Context: an optimization exercise on an open-source flow, tuned for small area. The choices shown serve that exercise and are no tape-out recipe.
Function was checked by simulation only, so behaviour that the tests miss may differ from the original.
Power is estimated from default activity; no workload was simulated.

==> flow/design.v, too long to show whole: its modules and the start of the top module <==
// module transposed_filter: 1752 lines
// module fa: 4 lines
// module ha: 4 lines
// module hn: 4 lines
// module fa1: 4 lines
// module fa1n: 4 lines
// module mx: 3 lines
// module gxor: 3 lines
// module gxnor: 3 lines
// module gnor: 3 lines
// module gorb: 3 lines
// module gnand: 3 lines
// module gor: 3 lines
module transposed_filter(
  input signed [15:0] noisy_signal,
  input clk, rst,
  output signed [31:0] filtered_signal
  );
  // ...
==> flow/flow/run.sh <==
#!/bin/bash
# Own flow: the standard layout (standard.sh, unchanged synthesis, floorplan,
# power grid, placement and routing), with two settings passed to ORFS:
#  - port buffers use the smallest buffer cell instead of the one buffer_ports picks;
#  - clock tree synthesis without dummy loads, clkbuf_8 buffers and clusters of up to 20 sinks.
set -euo pipefail
export BUFFER_PORTS_ARGS="-buffer_cell sky130_fd_sc_hd__buf_1"
export CTS_ARGS="-sink_clustering_enable -repair_clock_nets -dont_use_dummy_load -buf_list sky130_fd_sc_hd__clkbuf_8 -sink_clustering_size 20 -sink_clustering_max_diameter 60"
bash standard.sh > standard.log 2>&1
==> flow/standard.sh <==
#!/bin/bash
# synth_recipe.tcl (not shown) runs the flow's synth.tcl, then flattens the netlist and writes it again
# the make line also repeats each setting of config.mk as NAME=value (left out here)
make -C /OpenROAD-flow-scripts/flow DESIGN_CONFIG=/design/flow/config.mk WORK_HOME=/design/flow/orfs CLKGATE_MAP_FILE= SYNTH_SCRIPT=/design/flow/synth_recipe.tcl "${@:-finish}"
==> flow/config.mk <==
export PLATFORM = sky130hd
export DESIGN_NAME = transposed_filter
export DESIGN_NICKNAME = transposed_filter
export VERILOG_FILES = /design/flow/design.v
export SDC_FILE = /design/flow/constraint.sdc
export NUM_CORES = 4
export LEC_CHECK = 0
export CAP_MARGIN = 20
export CORE_MARGIN = 2
export CORE_UTILIZATION = 40
export SLEW_MARGIN = 20
export SYNTH_HIERARCHICAL = 1
==> flow/constraint.sdc <==
create_clock -name core_clock -period 10.0 [get_ports {clk}]
set_input_delay 2.0000 -clock core_clock [delete_from_list [all_inputs] [get_ports {clk}]]
set_output_delay 2.0000 -clock core_clock [all_outputs]
set_load 0.01 [all_outputs]
==> run summary, run 1 <==
Logic synthesis:
- After synthesis, the most frequently instantiated cells are fa_1, dfxtp_1, nor2_1, nand2_1, inv_1.
- By area the synthesized netlist is led by fa_1, dfxtp_1, nor2_1, nand2_1, ha_1.
- The most common cell in the synthesized netlist is fa_1.
- The register area share after synthesis is 28.5%.

Route:
- The highest layer touched by signal routing is met4.
- The number of DRC violations after detailed-routing iteration 0 is 709.
- Using the TritonRoute via totals, the vias-per-cell ratio works out to 4.84.
- In this run the remaining antenna-violating nets after routing total 0.

Timing:
- Setup repair after global routing left no endpoint under its margin.

Critical path:
- The origin of the critical flop-to-flop path is d6[0]$_DFF_P_.
- The worst flop-to-flop path endpoint is yb[7]$_DFF_P_.
- The critical path crosses 22 cells after its start point.
- For flop-to-flop paths, the worst setup slack is 0.79 ns.
- The delay of the slowest critical-path stage is 0.63 ns.
- The worst register-to-register path has a depth of 22.

Final layout:
- The number of ordinary inverters in the final layout is 95.
- The ratio of cells with drive above 1 in the final layout is 3.11%.
- The number of ordinary and repair buffers in the finished layout is 60.

Status:
- The flow ran to the end and the layout has no timing, DRC or antenna violations.

Power:
- Sequential cells consume a total of 1.66 mW.
- The combinational power is 4.47 mW.
- Across the VDD grid, the largest voltage drop is 0.000339 V.

Clock network:
- For the worst-skew pair, the clock arrives at the later sink with an insertion delay of 0.68 ns.
- The maximum clock insertion buffer count is 3.
- The tree is rooted in a clkbuf_8.
- The total CTS buffers is 31.

Placement:
- The standard cell area after detailed placement is 25000 um2.

Hold path:
- The hold path startpoint is d14[12]$_DFF_P_.

Floorplanning:
- The floorplan step defined a core boundary enclosing 59000 um2.
==> run 2, diff against run 1 <==
==> flow/flow/run.sh (replaced) <==
#!/bin/bash
# Own flow: the standard layout (standard.sh, unchanged synthesis, floorplan,
# power grid, placement and routing), with two settings passed to ORFS:
#  - port buffers use the smallest buffer cell instead of the one buffer_ports picks;
#  - clock tree synthesis without dummy loads.
set -euo pipefail
export BUFFER_PORTS_ARGS="-buffer_cell sky130_fd_sc_hd__buf_1"
export CTS_ARGS="-sink_clustering_enable -repair_clock_nets -dont_use_dummy_load "
bash standard.sh > standard.log 2>&1
==> run summary, run 2 <==
Status:
- Result of the run: timing/DRC/antenna clean (unchanged).

Route:
- The total vias in the final route is 11957 (was 11851).
- The via density per instance is 4.87 (was 4.84).
- The post-detailed-route count of antenna-violating nets was 0 (unchanged).
- The final routed wirelength across all metal layers is 57.2 mm (was 56.7 mm).
- The average wire per standard cell is 23.3 um (was 23.2 um).
- The number of iterations in the first detailed-routing pass is 5 (unchanged).
- The remaining design rule violation count is 0 (unchanged).
- The number of DRC violations after detailed-routing iteration 0 is 775 (was 709).

Power:
- The total power density per cell area came to 283 nW/um2 (was 269 nW/um2).
- The leakage dissipation is 10.1 nW (was 9.86 nW).
- The worst vdd rail ir drop is 0.000319 V (was 0.000339 V).

Final layout:
- Most used cells in the layout excluding fill and tap cells: fa_1, dfxtp_1, nor2_1, nand2_1, inv_1 (unchanged).
- The number of filler instances in the final layout is 5352 (was 5414).
- The count of inserted antenna diode cells came to 0 (was 1).
- The ratio of cells with drive above 1 in the final layout came to 3.63% (was 3.11%).
- The area occupied by multi-input gates came to 16600 um2 (unchanged).
- The flip-flop and latch area is 6790 um2 (unchanged).
- The most frequent standard cell in the layout excluding fill and tap cells is fa_1 (unchanged).
- The utilization after layout is 44.0% (was 43.0%).
- Registers with the most flip-flops: ya: 19 flops, yb: 19 flops (unchanged).
- The layout net count was 2451 (was 2442).
- The number of standard cells in the layout, taps in and fillers out is 2455 (was 2447).
- The layout overhead on the synthesized area came to 8.84% (was 6.44%).

Logic synthesis:
- The main combinational cell family by area after synthesis is adder cells (unchanged).
- The count of yosys warnings during synthesis came to 7 (unchanged).
- The compound-gate portion of the synthesized area is 0% (unchanged).
- The net count of the mapped netlist is 2368 (unchanged).
- The predominant post-synthesis flop cell is dfxtp_1 (unchanged).
- The count of different cell masters after synthesis is 14 (unchanged).
- The largest area contributor in the netlist is fa_1 (unchanged).
- Commonest cells post-synth: fa_1, dfxtp_1, nor2_1, nand2_1, inv_1 (unchanged).
- The number of enable flip-flop cells after synthesis is 0 (unchanged).
- The library cell with the highest instance count after synthesis is fa_1 (unchanged).
- The area share of the largest cell type after synthesis was 59.6% (unchanged).
- The basic-gate share of the synthesized area counting and, or, nand and nor cells is 6.05% (unchanged).
- The mux share of post-synthesis cell area was 0.504% (unchanged).
- The register area share after synthesis is 28.5% (unchanged).
- The netlist area before placement is 23800 um2 (unchanged).
- The xor and xnor area share after synthesis is 1.29% (unchanged).
- Top area cells in the synthesized netlist: fa_1, dfxtp_1, nor2_1, nand2_1, ha_1 (unchanged).
- The register bit total from synthesis was 339 (unchanged).
- The share of synthesized cell area in full adder, half adder and majority cells is 61.6% (unchanged).
- The average cell area after synthesis is 14.9 um2 (unchanged).
- The gate count after technology mapping came to 1601 (unchanged).
- The share of flip-flops with an asynchronous set or reset after synthesis is 0% (unchanged).

Timing:
- The final setup skew is 0.0441 ns (was 0.0612 ns).
- The count of final hold-check violations came to 0 (unchanged).
- The final critical-path required period came to 9.22 ns (was 9.21 ns).
- The number of pins with negative max-slew slack in the final report is 0 (unchanged).
- The final period utilization is 92.2% (was 92.1%).
- The remaining max-slew budget at the tightest pin was 36.4% (was 36.6%).
- The timing-limited maximum frequency is 108 MHz (was 109 MHz).
- The number of setup violations in the final report came to 0 (unchanged).
- The sum of negative setup slack is 0 ns (unchanged).
- Unrepaired setup endpoints after global routing: no (unchanged).
- The transition time at the pin with the least slew margin is 0.954 ns (was 0.951 ns).

Hold path:
- The endpoint of the worst hold path was d11[0]$_DFF_P_ (was d15[12]$_DFF_P_).
- The classification of the worst-slack hold path is reg2reg (unchanged).
- The hold path startpoint was d10[0]$_DFF_P_ (was d14[12]$_DFF_P_).
- The count of cells along the worst hold path is 1 (unchanged).

Critical path:
- Chain of cells forming the critical path: ha_1 -> fa_1 -> fa_1 -> fa_1 -> fa_1 -> fa_1 -> fa_1 -> fa_1 -> fa_1 -> fa_1 -> fa_1 -> fa_1 -> fa_1 -> fa_1 -> fa_1 -> fa_1 -> fa_1 -> fa_1 -> inv_1 -> fa_1 -> fa_1 -> xor2_1 (unchanged).
- The data arrival time of the critical path is 9.65 ns (was 9.73 ns).
- The required time of the critical path is 10.43 ns (was 10.52 ns).
- The largest driver fanout on the critical path was 3 (unchanged).
- The type of the worst setup path is reg2reg (unchanged).
- The cell family contributing the most delay on the critical path is adder cells (unchanged).
- The kind of launch point of the worst setup path is a register (unchanged).
- The cell type with the highest occurrence count on the critical path is fa_1 (unchanged).
- The slowest cell on the critical path was fa_1 (unchanged).
- The critical path capture point type is a register (unchanged).
- The sum of buffers and inverters on the critical path is 1 (unchanged).
- The worst flop-to-flop path endpoint is yb[7]$_DFF_P_ (unchanged).
- The reg2reg setup slack was 0.78 ns (was 0.79 ns).
- The delay of the slowest critical-path stage is 0.62 ns (was 0.63 ns).
- The cell count of the worst reg-to-reg path is 22 (unchanged).
- The origin of the critical flop-to-flop path is d6[0]$_DFF_P_ (unchanged).

Floorplanning:
- The horizontal die dimension came to 248 um (unchanged).
- The area of the die is 61600 um2 (unchanged).
- The placement row count was 89 (unchanged).
- The count of boundary I/O pins is 50 (unchanged).
- The core outline area is 59000 um2 (unchanged).
- The height of the die is 248 um (unchanged).
- The starting density of the core came to 40.4% (unchanged).

Global routing:
- The global-route wire length before repair came to 87.6 mm (was 86.7 mm).
- The number of global-route vias before repair is 14166 (was 14018).
- The global-route congestion overflow total is 0 (unchanged).
- The initial antenna violation count is 0 (was 1).
- The maximum number of pins on one net before global-route repair is 83 (unchanged).
- The overall routing resource usage is 20.0% (was 19.7%).

Clock network:
- The clock latency on the worst-skew pair is 0.56 ns (was 0.68 ns).
- The clock tree from TritonCTS is done (unchanged).
- The count of buffers added by post-CTS timing repair for setup was 0 (unchanged).
- The sink count of the clock tree is 339 (unchanged).
- The number of buffers inserted by hold repair at cts is 0 (unchanged).
- The maximum clock insertion buffer count is 3 (unchanged).
- The clock root buffer was clkbuf_16 (was clkbuf_8).
- The H-tree depth is 2 (was 1).
- The total CTS buffers is 40 (was 31).
- The quantity of gates resized following cts came to 0 (unchanged).
- The clock slew seen by the registers of the worst setup and hold paths is 0.05 ns (was 0.11 ns).

Placement:
- The sum of net half-perimeters after detailed placement was 49.5 mm (unchanged).
- The instance count after placement with tap cells included came to 2415 (unchanged).
- The number of input and output port buffers inserted is 49 (unchanged).
- The final weighted congestion in routability-driven placement is 0.936 (unchanged).

Run:
- The total of max-cap violations is 0 (unchanged).
[run 2: cell counts after synthesis]
No cell type changed its count.
[run 2: layer usage]
| metal | global-route usage [%] | share of wire, % |
|---|---|---|
| met1 | 27.0 | 41 |
| met2 | 32.3 | 49 |
| met3 | 4.84 | 7.2 |
| met5 | 0 | 0 |
| met4 | 6.06 | 2.9 |
[run 2: worst reg2reg max path: cells and delay by family, from the launching register on]
family	cells	cell delay, ns
buffers and inverters	1	0.05
adders and majority gates	20	8.58
xor gates and xnor gates	1	0.17
DFF	1	0.32
[run 2: cell families (layout without fill, tap and decap cells)]
family | count (synthesis) | count (layout)
adder cells (fa/ha/maj) | 749 | 749
AND/OR/NAND/NOR | 356 | 356
flip-flops | 339 | 339
buffers and inverters | 114 | 195
XOR/XNOR | 35 | 35
multiplexers | 8 | 8
[run 2: where the power goes]
| part | switching, mW | leakage, nW | internal [mW] | total (mW) |
|---|---|---|---|---|
| logic | 2.33 | 6.88 | 2.14 | 4.47 |
| registers | 0.0523 | 2.76 | 1.61 | 1.66 |
| clock network | 0.518 | 0.493 | 0.699 | 1.22 |
| total | 2.90 | 10.1 | 4.45 | 7.35 |
[run 2: layout make-up]
| type | instances | area share, % |
|---|---|---|
| repair buffers | 60 | 1.04 |
| well taps | 773 | 3.73 |
| inverters | 95 | 1.38 |
| clock buffers | 40 | 3.86 |
| flip-flops and latches | 339 | 26.1 |
| multi-input cells | 1148 | 63.8 |
[run 2: worst max-delay path by stage]
stage,start,endpoint,slack (ns),cells after the start
2_1_floorplan,d13[0]$_DFF_P_,yb[7]$_DFF_P_,1.27,24
3_3_place_gp,d6[0]$_DFF_P_,yb[7]$_DFF_P_,0.86,22
5_1_grt,d13[0]$_DFF_P_,yb[7]$_DFF_P_,0.45,24
3_5_place_dp,d6[0]$_DFF_P_,yb[7]$_DFF_P_,0.77,22
4_1_cts,d6[0]$_DFF_P_,yb[7]$_DFF_P_,0.74,22
6_report,d6[0]$_DFF_P_,yb[7]$_DFF_P_,0.78,22
[run 2: metrics by stage]
step | area [um2] | hold slack (ns) | total power, mW | setup slack [ns]
after floorplan | 23800 | 0.343 | 5.08 | 1.27
after global placement | 25000 | 0.344 | 6.29 | 0.863
after detailed placement | 25000 | 0.347 | 6.35 | 0.766
after CTS | 26000 | 0.361 | 7.62 | 0.740
after global routing | 26000 | 0.364 | 8.39 | 0.448
final | 26000 | 0.353 | 7.35 | 0.778
[run 2: modules after synthesis, one instance, submodules excluded]
module | cell area, um2 | flip-flops and latches | copies in the design
ha | 12.5 | 0 | 39
gnand | 3.75 | 0 | 149
gxnor | 8.76 | 0 | 13
gxor | 8.76 | 0 | 22
gnor | 3.75 | 0 | 17
gor | 6.26 | 0 | 9
transposed_filter | 8010 | 339 | 1
gorb | 6.26 | 0 | 5
fa | 20.0 | 0 | 710
mx | 15.0 | 0 | 8
==> run 3, diff against run 2 <==
==> flow/flow/run.sh (replaced) <==
#!/bin/bash
# Own flow: the standard layout (standard.sh, unchanged synthesis, floorplan,
# power grid, placement and routing), with two settings passed to ORFS:
#  - port buffers use the smallest buffer cell instead of the one buffer_ports picks;
#  - clock tree synthesis without dummy loads, clkbuf_8 buffers and clusters of up to 14 sinks.
set -euo pipefail
export BUFFER_PORTS_ARGS="-buffer_cell sky130_fd_sc_hd__buf_1"
export CTS_ARGS="-sink_clustering_enable -repair_clock_nets -dont_use_dummy_load -buf_list sky130_fd_sc_hd__clkbuf_8 -sink_clustering_size 14 -sink_clustering_max_diameter 50"
bash standard.sh > standard.log 2>&1
==> run summary, run 3 <==
Final layout:
- The ratio of cells with drive above 1 in the final layout is 3.68% (was 3.63%).
- The most frequent standard cell in the layout excluding fill and tap cells is fa_1 (unchanged).
- The final standard cell area without fillers is 25500 um2 (was 26000 um2).
- The layout overhead on the synthesized area is 7.02% (was 8.84%).
- The layout net count was 2452 (was 2451).
- The number of standard cells in the layout, taps in and fillers out came to 2457 (was 2455).
- The utilization after layout came to 43.2% (was 44.0%).
- Registers with the most flip-flops: ya: 19 flops, yb: 19 flops (unchanged).
- Most used cells in the layout excluding fill and tap cells: fa_1, dfxtp_1, nor2_1, nand2_1, inv_1 (unchanged).

Critical path:
- The sum of buffers and inverters on the critical path is 1 (unchanged).
- The reg2reg setup slack is 0.68 ns (was 0.78 ns).
- The origin of the critical flop-to-flop path is d6[0]$_DFF_P_ (unchanged).
- The data arrival time of the critical path is 9.77 ns (was 9.65 ns).
- The slowest cell on the critical path was fa_1 (unchanged).
- The cell family contributing the most delay on the critical path is adder cells (unchanged).
- The delay of the slowest critical-path stage is 0.62 ns (about the same).
- The kind of launch point of the worst setup path is a register (unchanged).
- The type of the worst setup path is reg2reg (unchanged).
- The required time of the critical path is 10.45 ns (was 10.43 ns).
- Chain of cells forming the critical path: ha_1 -> fa_1 -> fa_1 -> fa_1 -> fa_1 -> fa_1 -> fa_1 -> fa_1 -> fa_1 -> fa_1 -> fa_1 -> fa_1 -> fa_1 -> fa_1 -> fa_1 -> fa_1 -> fa_1 -> fa_1 -> inv_1 -> fa_1 -> fa_1 -> xor2_1 (unchanged).
- The critical path capture point type is a register (unchanged).
- The cell type with the highest occurrence count on the critical path is fa_1 (unchanged).
- The largest driver fanout on the critical path is 3 (unchanged).
- The worst flop-to-flop path endpoint is yb[7]$_DFF_P_ (unchanged).
- The cell count of the worst reg-to-reg path is 22 (unchanged).

Logic synthesis:
- The largest area contributor in the netlist is fa_1 (unchanged).
- The net count of the mapped netlist came to 2368 (unchanged).
- The netlist area before placement is 23800 um2 (unchanged).
- The area share of the largest cell type after synthesis is 59.6% (unchanged).
- The gate count after technology mapping came to 1601 (unchanged).
- The library cell with the highest instance count after synthesis is fa_1 (unchanged).
- The count of yosys warnings during synthesis is 7 (unchanged).
- Top area cells in the synthesized netlist: fa_1, dfxtp_1, nor2_1, nand2_1, ha_1 (unchanged).
- The basic-gate share of the synthesized area counting and, or, nand and nor cells was 6.05% (unchanged).
- The xor and xnor area share after synthesis is 1.29% (unchanged).
- The number of enable flip-flop cells after synthesis came to 0 (unchanged).
- The compound-gate portion of the synthesized area is 0% (unchanged).
- The share of synthesized cell area in full adder, half adder and majority cells came to 61.6% (unchanged).
- Commonest cells post-synth: fa_1, dfxtp_1, nor2_1, nand2_1, inv_1 (unchanged).
- The average cell area after synthesis is 14.9 um2 (unchanged).
- The share of flip-flops with an asynchronous set or reset after synthesis was 0% (unchanged).
- The count of different cell masters after synthesis is 14 (unchanged).
- The register bit total from synthesis is 339 (unchanged).
- The main combinational cell family by area after synthesis is adder cells (unchanged).
- The mux share of post-synthesis cell area is 0.504% (unchanged).
- The register area share after synthesis is 28.5% (unchanged).
- The predominant post-synthesis flop cell is dfxtp_1 (unchanged).

Clock network:
- The quantity of gates resized following cts is 0 (unchanged).
- The number of buffers inserted by hold repair at cts is 0 (unchanged).
- The clock root buffer was clkbuf_8 (was clkbuf_16).
- The sink count of the clock tree came to 339 (unchanged).
- The clock latency on the worst-skew pair came to 0.66 ns (was 0.56 ns).
- The count of buffers added by post-CTS timing repair for setup was 0 (unchanged).
- The H-tree depth was 2 (unchanged).
- The maximum clock insertion buffer count is 3 (unchanged).
- The total CTS buffers is 41 (was 40).
- The clock tree from TritonCTS is done (unchanged).
- The clock slew seen by the registers of the worst setup and hold paths is 0.08 ns (was 0.05 ns).

Placement:
- The instance count after placement with tap cells included was 2415 (unchanged).
- The sum of net half-perimeters after detailed placement is 49.5 mm (unchanged).
- The pre-CTS worst setup slack was 0.766 ns (unchanged).
- The final weighted congestion in routability-driven placement is 0.936 (unchanged).
- The number of input and output port buffers inserted is 49 (unchanged).
- The standard cell area after detailed placement came to 25000 um2 (unchanged).

Global routing:
- The global-route wire length before repair is 87.1 mm (was 87.6 mm).
- The global-route congestion overflow total came to 0 (unchanged).
- The number of global-route vias before repair came to 14149 (was 14166).
- The maximum number of pins on one net before global-route repair is 83 (unchanged).
- The initial antenna violation count came to 1 (was 0).
- The overall routing resource usage is 20.0% (about the same).

Route:
- The average wire per standard cell was 23.2 um (was 23.3 um).
- The total vias in the final route was 11943 (was 11957).
- The remaining design rule violation count is 0 (unchanged).
- The post-detailed-route count of antenna-violating nets is 0 (unchanged).
- The via density per instance was 4.86 (was 4.87).
- The number of DRC violations after detailed-routing iteration 0 is 751 (was 775).
- The number of iterations in the first detailed-routing pass came to 4 (was 5).
- The final routed wirelength across all metal layers is 57.1 mm (was 57.2 mm).

Floorplanning:
- The height of the die is 248 um (unchanged).
- The area of the die was 61600 um2 (unchanged).
- The placement row count is 89 (unchanged).
- The horizontal die dimension was 248 um (unchanged).
- The core outline area is 59000 um2 (unchanged).
- The count of boundary I/O pins is 50 (unchanged).
- The starting density of the core is 40.4% (unchanged).

Timing:
- The final worst-path setup slack is 0.678 ns (was 0.778 ns).
- The final setup skew is 0.100 ns (was 0.0441 ns).
- The sum of negative setup slack came to 0 ns (unchanged).
- The final critical-path required period is 9.32 ns (was 9.22 ns).
- The remaining max-slew budget at the tightest pin is 35.8% (was 36.4%).
- The count of final hold-check violations is 0 (unchanged).
- The number of pins with negative max-slew slack in the final report is 0 (unchanged).
- The number of setup violations in the final report was 0 (unchanged).
- The transition time at the pin with the least slew margin was 0.960 ns (was 0.954 ns).
- The timing-limited maximum frequency is 107 MHz (was 108 MHz).
- Unrepaired setup endpoints after global routing: no (unchanged).
- The final period utilization is 93.2% (was 92.2%).

Power:
- The total power density per cell area is 272 nW/um2 (was 283 nW/um2).
- The worst vdd rail ir drop was 0.000340 V (was 0.000319 V).
- The leakage dissipation came to 9.93 nW (was 10.1 nW).

Hold path:
- The count of cells along the worst hold path is 1 (unchanged).
- The classification of the worst-slack hold path is reg2reg (unchanged).
- The endpoint of the worst hold path is d11[0]$_DFF_P_ (unchanged).
- The hold path startpoint was d10[0]$_DFF_P_ (unchanged).

Status:
- Result of the run: timing/DRC/antenna clean (unchanged).

Run:
- The total of max-cap violations is 0 (unchanged).
-- run 3: worst max path at each step --
| stage | from | end | slack, ns | cells after the start |
|---|---|---|---|---|
| 2_1_floorplan | d13[0]$_DFF_P_ | yb[7]$_DFF_P_ | 1.27 | 24 |
| 3_3_place_gp | d6[0]$_DFF_P_ | yb[7]$_DFF_P_ | 0.86 | 22 |
| 3_5_place_dp | d6[0]$_DFF_P_ | yb[7]$_DFF_P_ | 0.77 | 22 |
| 4_1_cts | d6[0]$_DFF_P_ | yb[7]$_DFF_P_ | 0.67 | 22 |
| 5_1_grt | d13[0]$_DFF_P_ | yb[7]$_DFF_P_ | 0.35 | 24 |
| 6_report | d6[0]$_DFF_P_ | yb[7]$_DFF_P_ | 0.68 | 22 |
-- run 3: modules after synthesis (local to each module, per instance), a selection --
module             area (um2)  copies in the design  cells inside  flops+latches
fa                       20.0                   710             1              0
gnand                    3.75                   149             1              0
gor                      6.26                     9             1              0
gorb                     6.26                     5             1              0
gxnor                    8.76                    13             1              0
ha                       12.5                    39             1              0
mx                       15.0                     8             1              0
transposed_filter        8010                     1           629            339
-- run 3: cell type report --
cell class              instances  area (um2)
clock buffers                  41         564
diodes                          1        2.50
repair buffers                 60         270
fillers                      5392       33500
multi-input cells            1148       16600
inverters                      95         359
well taps                     773         967
flip-flops and latches        339        6790
-- run 3: logic make-up after synthesis --
| logic type | after synthesis |
|---|---|
| XOR/XNOR | 35 |
| adder cells (fa/ha/maj) | 749 |
| buffers and inverters | 114 |
| flip-flops | 339 |
| multiplexers | 8 |
| AND/OR/NAND/NOR | 356 |
-- run 3: routing by layer --
metal  wire length [um]  global-route usage [%]  part of all wire, %
met3               3900                    5.07                  6.8
met1              23800                    27.0                   42
met2              27700                    32.0                   49
met5                  0                       0                    0
met4               1650                    5.95                  2.9
-- run 3: power by group --
part | internal, mW | switching [mW]
clock | 0.362 | 0.468
combinational | 2.14 | 2.32
sequential | 1.60 | 0.0523
total | 4.11 | 2.84
-- run 3: metrics by stage --
step           hold WS (ns)  total power, mW
3_3_place_gp          0.344             6.29
3_5_place_dp          0.347             6.35
2_1_floorplan         0.343             5.08
5_1_grt               0.322             8.00
6_report              0.294             6.95
4_1_cts               0.319             7.22
==> run 4, diff against run 3 <==
==> flow/run.sh (new file) <==
#!/bin/bash
# synth_recipe.tcl (not shown) runs the flow's synth.tcl, then flattens the netlist and writes it again
# the make line also repeats each setting of config.mk as NAME=value (left out here)
make -C /OpenROAD-flow-scripts/flow DESIGN_CONFIG=/design/flow/config.mk WORK_HOME=/design/flow/orfs CLKGATE_MAP_FILE= SYNTH_SCRIPT=/design/flow/synth_recipe.tcl finish
removed: flow/flow/run.sh
removed: flow/standard.sh
==> run summary, run 4 <==
Global routing:
- The maximum number of pins on one net before global-route repair was 77 (was 83).
- The overall routing resource usage came to 20.3% (was 20.0%).
- The number of global-route vias before repair is 14187 (was 14149).
- The global-route congestion overflow total is 0 (unchanged).
- The global-route wire length before repair is 88.5 mm (was 87.1 mm).
- The initial antenna violation count came to 0 (was 1).

Logic synthesis:
- The count of different cell masters after synthesis was 14 (unchanged).
- The register area share after synthesis is 28.5% (unchanged).
- The average cell area after synthesis is 14.9 um2 (unchanged).
- The share of flip-flops with an asynchronous set or reset after synthesis came to 0% (unchanged).
- Commonest cells post-synth: fa_1, dfxtp_1, nor2_1, nand2_1, inv_1 (unchanged).
- The gate count after technology mapping was 1601 (unchanged).
- The net count of the mapped netlist is 2368 (unchanged).
- The number of enable flip-flop cells after synthesis was 0 (unchanged).
- The register bit total from synthesis is 339 (unchanged).
- Top area cells in the synthesized netlist: fa_1, dfxtp_1, nor2_1, nand2_1, ha_1 (unchanged).
- The area share of the largest cell type after synthesis is 59.6% (unchanged).
- The largest area contributor in the netlist was fa_1 (unchanged).
- The netlist area before placement is 23800 um2 (unchanged).
- The library cell with the highest instance count after synthesis is fa_1 (unchanged).
- The count of yosys warnings during synthesis is 7 (unchanged).
- The predominant post-synthesis flop cell is dfxtp_1 (unchanged).

Clock network:
- The count of buffers added by post-CTS timing repair for setup is 0 (unchanged).
- The number of buffers inserted by hold repair at cts came to 0 (unchanged).
- The clock latency on the worst-skew pair is 0.57 ns (was 0.66 ns).
- The sink count of the clock tree is 339 (unchanged).
- The clock slew seen by the registers of the worst setup and hold paths is 0.06 ns (was 0.08 ns).
- The H-tree depth was 2 (unchanged).
- The clock root buffer is clkbuf_16 (was clkbuf_8).
- The maximum clock insertion buffer count is 3 (unchanged).
- The clock tree from TritonCTS is done (unchanged).
- The total CTS buffers is 38 (was 41).
- The quantity of gates resized following cts came to 0 (unchanged).

Route:
- The final routed wirelength across all metal layers is 57.5 mm (was 57.1 mm).
- The number of DRC violations after detailed-routing iteration 0 is 627 (was 751).
- The number of iterations in the first detailed-routing pass is 5 (was 4).
- The post-detailed-route count of antenna-violating nets is 0 (unchanged).
- The total vias in the final route is 11729 (was 11943).
- The via density per instance came to 4.72 (was 4.86).
- The average wire per standard cell is 23.1 um (was 23.2 um).
- The remaining design rule violation count was 0 (unchanged).

Placement:
- The number of input and output port buffers inserted came to 49 (unchanged).
- The final weighted congestion in routability-driven placement is 0.904 (was 0.936).
- The sum of net half-perimeters after detailed placement is 49.7 mm (was 49.5 mm).

Run:
- The total of max-cap violations is 0 (unchanged).

Final layout:
- The count of inserted antenna diode cells is 0 (was 1).
- The layout net count is 2450 (was 2452).
- The number of filler instances in the final layout is 5312 (was 5392).
- Most used cells in the layout excluding fill and tap cells: fa_1, dfxtp_1, nor2_1, nand2_1, inv_1 (unchanged).
- The flip-flop and latch area was 6790 um2 (unchanged).
- Registers with the most flip-flops: ya: 19 flops, yb: 19 flops (unchanged).
- The ratio of cells with drive above 1 in the final layout came to 5.20% (was 3.68%).
- The area occupied by multi-input gates is 16600 um2 (unchanged).
- The layout overhead on the synthesized area is 11.5% (was 7.02%).
- The most frequent standard cell in the layout excluding fill and tap cells is fa_1 (unchanged).

Power:
- The leakage dissipation came to 10.4 nW (was 9.93 nW).
- The worst vdd rail ir drop is 0.000348 V (was 0.000340 V).
- The overall power of the completed layout is 7.66 mW (was 6.95 mW).
- The total power density per cell area is 288 nW/um2 (was 272 nW/um2).

Timing:
- The timing-limited maximum frequency is 108 MHz (was 107 MHz).
- The sum of negative setup slack was 0 ns (unchanged).
- The number of pins with negative max-slew slack in the final report is 0 (unchanged).
- The final period utilization is 92.9% (was 93.2%).
- The final critical-path required period is 9.29 ns (was 9.32 ns).
- The transition time at the pin with the least slew margin came to 0.962 ns (was 0.960 ns).
- The count of final hold-check violations is 0 (unchanged).
- The remaining max-slew budget at the tightest pin is 35.6% (was 35.8%).
- The number of setup violations in the final report came to 0 (unchanged).
- Unrepaired setup endpoints after global routing: no (unchanged).
- The final setup skew is 0.0216 ns (was 0.100 ns).

Critical path:
- The type of the worst setup path is reg2reg (unchanged).
- The critical path capture point type was a register (unchanged).
- The data arrival time of the critical path came to 9.74 ns (was 9.77 ns).
- The required time of the critical path is 10.45 ns (about the same).
- The largest driver fanout on the critical path was 4 (was 3).
- The kind of launch point of the worst setup path is a register (unchanged).

Status:
- Result of the run: timing/DRC/antenna clean (unchanged).

Floorplanning:
- The horizontal die dimension is 248 um (unchanged).
- The placement row count is 89 (unchanged).
- The starting density of the core is 40.4% (unchanged).
- The height of the die is 248 um (unchanged).
- The area of the die came to 61600 um2 (unchanged).
- The count of boundary I/O pins came to 50 (unchanged).
- The core outline area is 59000 um2 (unchanged).

Hold path:
- The classification of the worst-slack hold path is reg2reg (unchanged).
==> run 4: cell counts after synthesis <==
No cell type changed its count.
==> run 4: logic make-up (layout without fill, tap and decap cells) <==
family	Yosys count	count (layout)	share of synthesized area, %
fa+ha+maj	749	749	61.6
simple gates	356	356	6.05
flops	339	339	28.5
buf+inv	114	226	2.05
xor+xnor	35	35	1.29
mux	8	8	0.504
==> run 4: worst paths after layout <==
| path | startpoint | endpoint | slack (ns) | cells past startpoint |
|---|---|---|---|---|
| worst max-delay path | d13[0]$_DFF_P_ | yb[7]$_DFF_P_ | 0.71 | 24 |
| worst min-delay path | d14[12]$_DFF_P_ | d15[12]$_DFF_P_ | 0.36 | 1 |
| worst max register to register | d13[0]$_DFF_P_ | yb[7]$_DFF_P_ | 0.71 | 24 |
| worst min register to register | d14[12]$_DFF_P_ | d15[12]$_DFF_P_ | 0.36 | 1 |
==> run 4: routing by layer <==
metal  global-route usage, %  vias up  routed length [um]
met5                       0        -                   0
li1                        -     4961                   -
met1                    27.7     6447               24700
met2                    33.1      253               28400
met4                    5.30        0                1290
met3                    4.32       68                3170
==> run 4: per-stage QoR <==
stage / setup slack (ns) / std cells / hold slack (ns) / utilization [%] / instance area (um2)
3_5_place_dp: 0.623 / 2416 / 0.348 / 42.8 / 25300
5_1_grt: 0.390 / 2486 / 0.377 / 45.1 / 26600
6_report: 0.710 / 2486 / 0.359 / 45.1 / 26600
4_1_cts: 0.653 / 2486 / 0.364 / 45.1 / 26600
3_3_place_gp: 0.687 / 2416 / 0.345 / 42.8 / 25300
2_1_floorplan: 1.27 / 1601 / 0.343 / - / 23800
==> run 4: cell type report <==
class | count | area share (%)
clock buffer | 48 | 4.02
clock inverter | 22 | 0.969
inverter | 95 | 1.35
multi-input combinational | 1148 | 62.3
sequential | 339 | 25.5
tap | 773 | 3.64
timing repair buffer | 61 | 2.17
==> run 4: report_power, final <==
| group | switching [mW] | internal [mW] |
|---|---|---|
| clock | 0.599 | 0.870 |
| sequential | 0.0519 | 1.61 |
| combinational | 2.34 | 2.20 |
==> run 4: critical path, stage by stage, from the launching register on <==
cell	delay, ns
dfxtp_1	0.33
nor2_1	0.11
inv_1	0.06
fa_1	0.39
fa_1	0.40
fa_1	0.39
fa_1	0.40
fa_1	0.45
fa_1	0.56
inv_1	0.09
fa_1	0.45
fa_1	0.45
fa_1	0.42
fa_1	0.60
fa_1	0.46
ha_1	0.22
fa_1	0.43
fa_1	0.48
fa_1	0.52
fa_1	0.41
fa_1	0.51
inv_1	0.05
fa_1	0.39
fa_1	0.43
xor2_1	0.17
==> run 4: modules after synthesis (local to each module, per instance), a selection <==
module / area [um2] / copies in the design
fa: 20.0 / 710
gnor: 3.75 / 17
gor: 6.26 / 9
gorb: 6.26 / 5
gxnor: 8.76 / 13
gxor: 8.76 / 22
mx: 15.0 / 8
transposed_filter: 8010 / 1

-- static timing again, ports no longer ideal --
In the flow no input, the clock included, has a driving cell. The finished layouts below were timed again as built, in two steps.
Step 1 sets driving cells, clkbuf_16 on the clock port and buf_2 on the other inputs (assumed; they add their load-dependent delay and slew).
Step 2 times the ports against the registers' clock, not the clock port: input delays grow and output delays shrink by t, the midpoint of the rising clock arrivals with the driver on.
Three values: ideal, step 1, step 2; two values: the first two.
run	t (ns)	slack for setup (ns)	hold slack, ns	worst setup path after step 2	worst data-port slew with drivers (ns)
run 1	0.696	0.791 / 0.791 / 0.791	0.329 / 0.329 / 0.329	register to register	0.03
run 2	0.599	0.778 / 0.778 / 0.778	0.353 / 0.353 / 0.353	register to register	0.03
run 3	0.664	0.678 / 0.678 / 0.678	0.294 / 0.294 / 0.294	register to register	0.03
run 4	0.621	0.710 / 0.710 / 0.651	0.359 / 0.359 / 0.359	input to register	0.04
After both steps every run listed still meets setup and hold. The setup slack of run 4, which loses most, moves by 0.000 ns with the drivers and by -0.059 ns with both steps.
